What follows belongs to an exercise in optimizing a design on an open flow for small area and a short achievable clock period; a production flow would make more cautious choices.
Function was checked by simulation only, so behaviour that the tests miss may differ from the original.

Design question_6, start of the top module:
module question_6(
    input clk,
    input rst,
    input signed [15:0] x,
    output reg signed [15:0] y
);
    reg signed [15:0] s1, s2, s3;
    wire [15:0] y_sh1 = {y[15], y[15:1]};
    wire [15:0] y_sh2 = {y[15], y[15], y[15:2]};
    wire [15:0] p1, g1, o1, p2, g2, o2;
    wire [15:0] ss1, cc1, ss2, cc2;
    wire [15:0] y_n, s1_n, s2_n;
    pg3_pre pre1 (.a(s2), .b(y_sh1), .p(p1), .g(g1), .o(o1));
    pg3_pre pre2 (.a(s3), .b(y_sh2), .p(p2), .g(g2), .o(o2));
    pg3_post #(.INV(1)) post1 (.p(p1), .g(g1), .o(o1), .ci(x), .s(ss1), .c(cc1));
    pg3_post #(.INV(0)) post2 (.p(p2), .g(g2), .o(o2), .ci(x), .s(ss2), .c(cc2));
    add16 add_y  (.a(x),   .b(s1),                .s(y_n));
    add16 add_s1 (.a(ss1), .b({cc1[14:0], 1'b1}), .s(s1_n));
    add16 add_s2 (.a(ss2), .b({cc2[14:0], 1'b0}), .s(s2_n));
    always @(posedge clk or posedge rst) begin
        if (rst) begin
            s1 <= 16'sd0;
            s2 <= 16'sd0;
            s3 <= 16'sd0;
            y  <= 16'sd0;
        end else begin
            y  <= y_n;
            s1 <= s1_n;
            s2 <= s2_n;
            s3 <= y;
        end
    end
endmodule
Size in the first run: roughly 710 cells after synthesis, ~34 I/O pins.
clock: 5.0 ns
lec_check: 0
cap_margin: 20
core_margin: 2
core_utilization: 60
cts_buf_list: sky130_fd_sc_hd__clkbuf_8
cts_cluster_size: 24
setup_slack_margin: 2.5
slew_margin: 20
tns_end_percent: 100
standard.sh (not shown) runs the stock make flow with config.mk's settings and CLKGATE_MAP_FILE= SYNTH_SCRIPT=/design/flow/synth_recipe.tcl, a recipe that flattens the netlist after the stock synthesis.
==> flow/flow/run.sh <==
#!/bin/bash
# Own flow: the standard synthesis, then the combinational logic re-mapped by
# ABC with a delay target (flow/remap.tcl), then the standard layout steps.
# Each tool's output goes to a log file of its own in this folder.
set -euo pipefail
W=$(pwd)
R=$W/orfs/results/$FLOW_PLATFORM/question_6/base
D=$(cat flow/abc_delay_ps)

bash standard.sh synth > $W/log_1_standard_synth.txt 2>&1
cp $R/1_2_yosys.v $W/standard_synth.v

sed "s/{D}/$D/g" flow/abc_remap.script > $W/abc_remap.script
printf "set_driving_cell sky130_fd_sc_hd__buf_1\nset_load 5\n" > $W/abc_remap.constr
REMAP_IN=$W/standard_synth.v REMAP_OUT=$W/remap.v REMAP_SCRIPT=$W/abc_remap.script \
REMAP_CONSTR=$W/abc_remap.constr \
LIB_FILE=$FLOW_HOME/platforms/$FLOW_PLATFORM/lib/sky130_fd_sc_hd__tt_025C_1v80.lib \
  yosys -c flow/remap.tcl > $W/log_2_remap_yosys.txt 2>&1
# keep only the top module (the cell definitions were read from the library)
awk -v top="$FLOW_TOP" '$1=="module" && index($2, top "(")==1 {f=1} f{print} /^endmodule/{f=0}' $W/remap.v.all > $W/remap.v
cp $W/remap.v $R/1_2_yosys.v
rm -f $R/1_synth.odb $R/1_synth.sdc

export BUFFER_PORTS_ARGS="-buffer_cell sky130_fd_sc_hd__buf_2"
bash standard.sh finish > $W/log_3_standard_layout.txt 2>&1
==> flow/flow/abc_delay_ps <==
1300
Other scripts of this flow, unchanged in this note and not shown: flow/flow/abc_remap.script, flow/flow/remap.tcl
The starting point completed without violations.
Rerun with:
==> flow/flow/abc_delay_ps (replaced) <==
1000
--- a/flow/config.mk
+++ b/flow/config.mk
@@ -8,8 +8,8 @@
 export CAP_MARGIN = 20
 export CORE_MARGIN = 2
-export CORE_UTILIZATION = 60
+export CORE_UTILIZATION = 40
 export CTS_BUF_LIST = sky130_fd_sc_hd__clkbuf_8
 export CTS_CLUSTER_SIZE = 24
-export SETUP_SLACK_MARGIN = 2.5
+export SETUP_SLACK_MARGIN = 3.0
 export SLEW_MARGIN = 20
 export TNS_END_PERCENT = 100
After rerunning: Wire length grows by 37%; count of clock-buffer cells in the layout stays the same; via count grows by 23%; sequential share of layout area shrinks by 7.7 points; cell count grows by 28%; area after synthesis grows by 12%.

==> static timing again, ports no longer ideal <==
How much do the figures lean on ideal ports? The routed layouts below were timed once more, with nothing changed but the port constraints. Step 1 (the two cells are an assumption about what drives the block):
set clk [get_ports {clk}]
set_driving_cell -lib_cell sky130_fd_sc_hd__clkbuf_16 $clk
set_driving_cell -lib_cell sky130_fd_sc_hd__buf_2 [delete_from_list [all_inputs] $clk]
Step 2 moves the port delays by t, midway between the first and last clock arrival at a register: inputs arrive t later, outputs are due t later. That takes back most of the time a late clock gives input paths. Slacks: ideal / step 1 / step 2; pairs: ideal / step 1.
run	t, ns	slack for setup (ns)	worst slew at a driven data input, ns
the first run	0.381	2.568 / 2.573 / 2.192	0.04
the second run	0.411	2.809 / 2.786 / 2.374	0.06
After both steps every run listed still meets setup and hold. For the second run, which loses most, drivers alone change the setup slack by -0.023 ns; drivers and shift together by -0.435 ns.
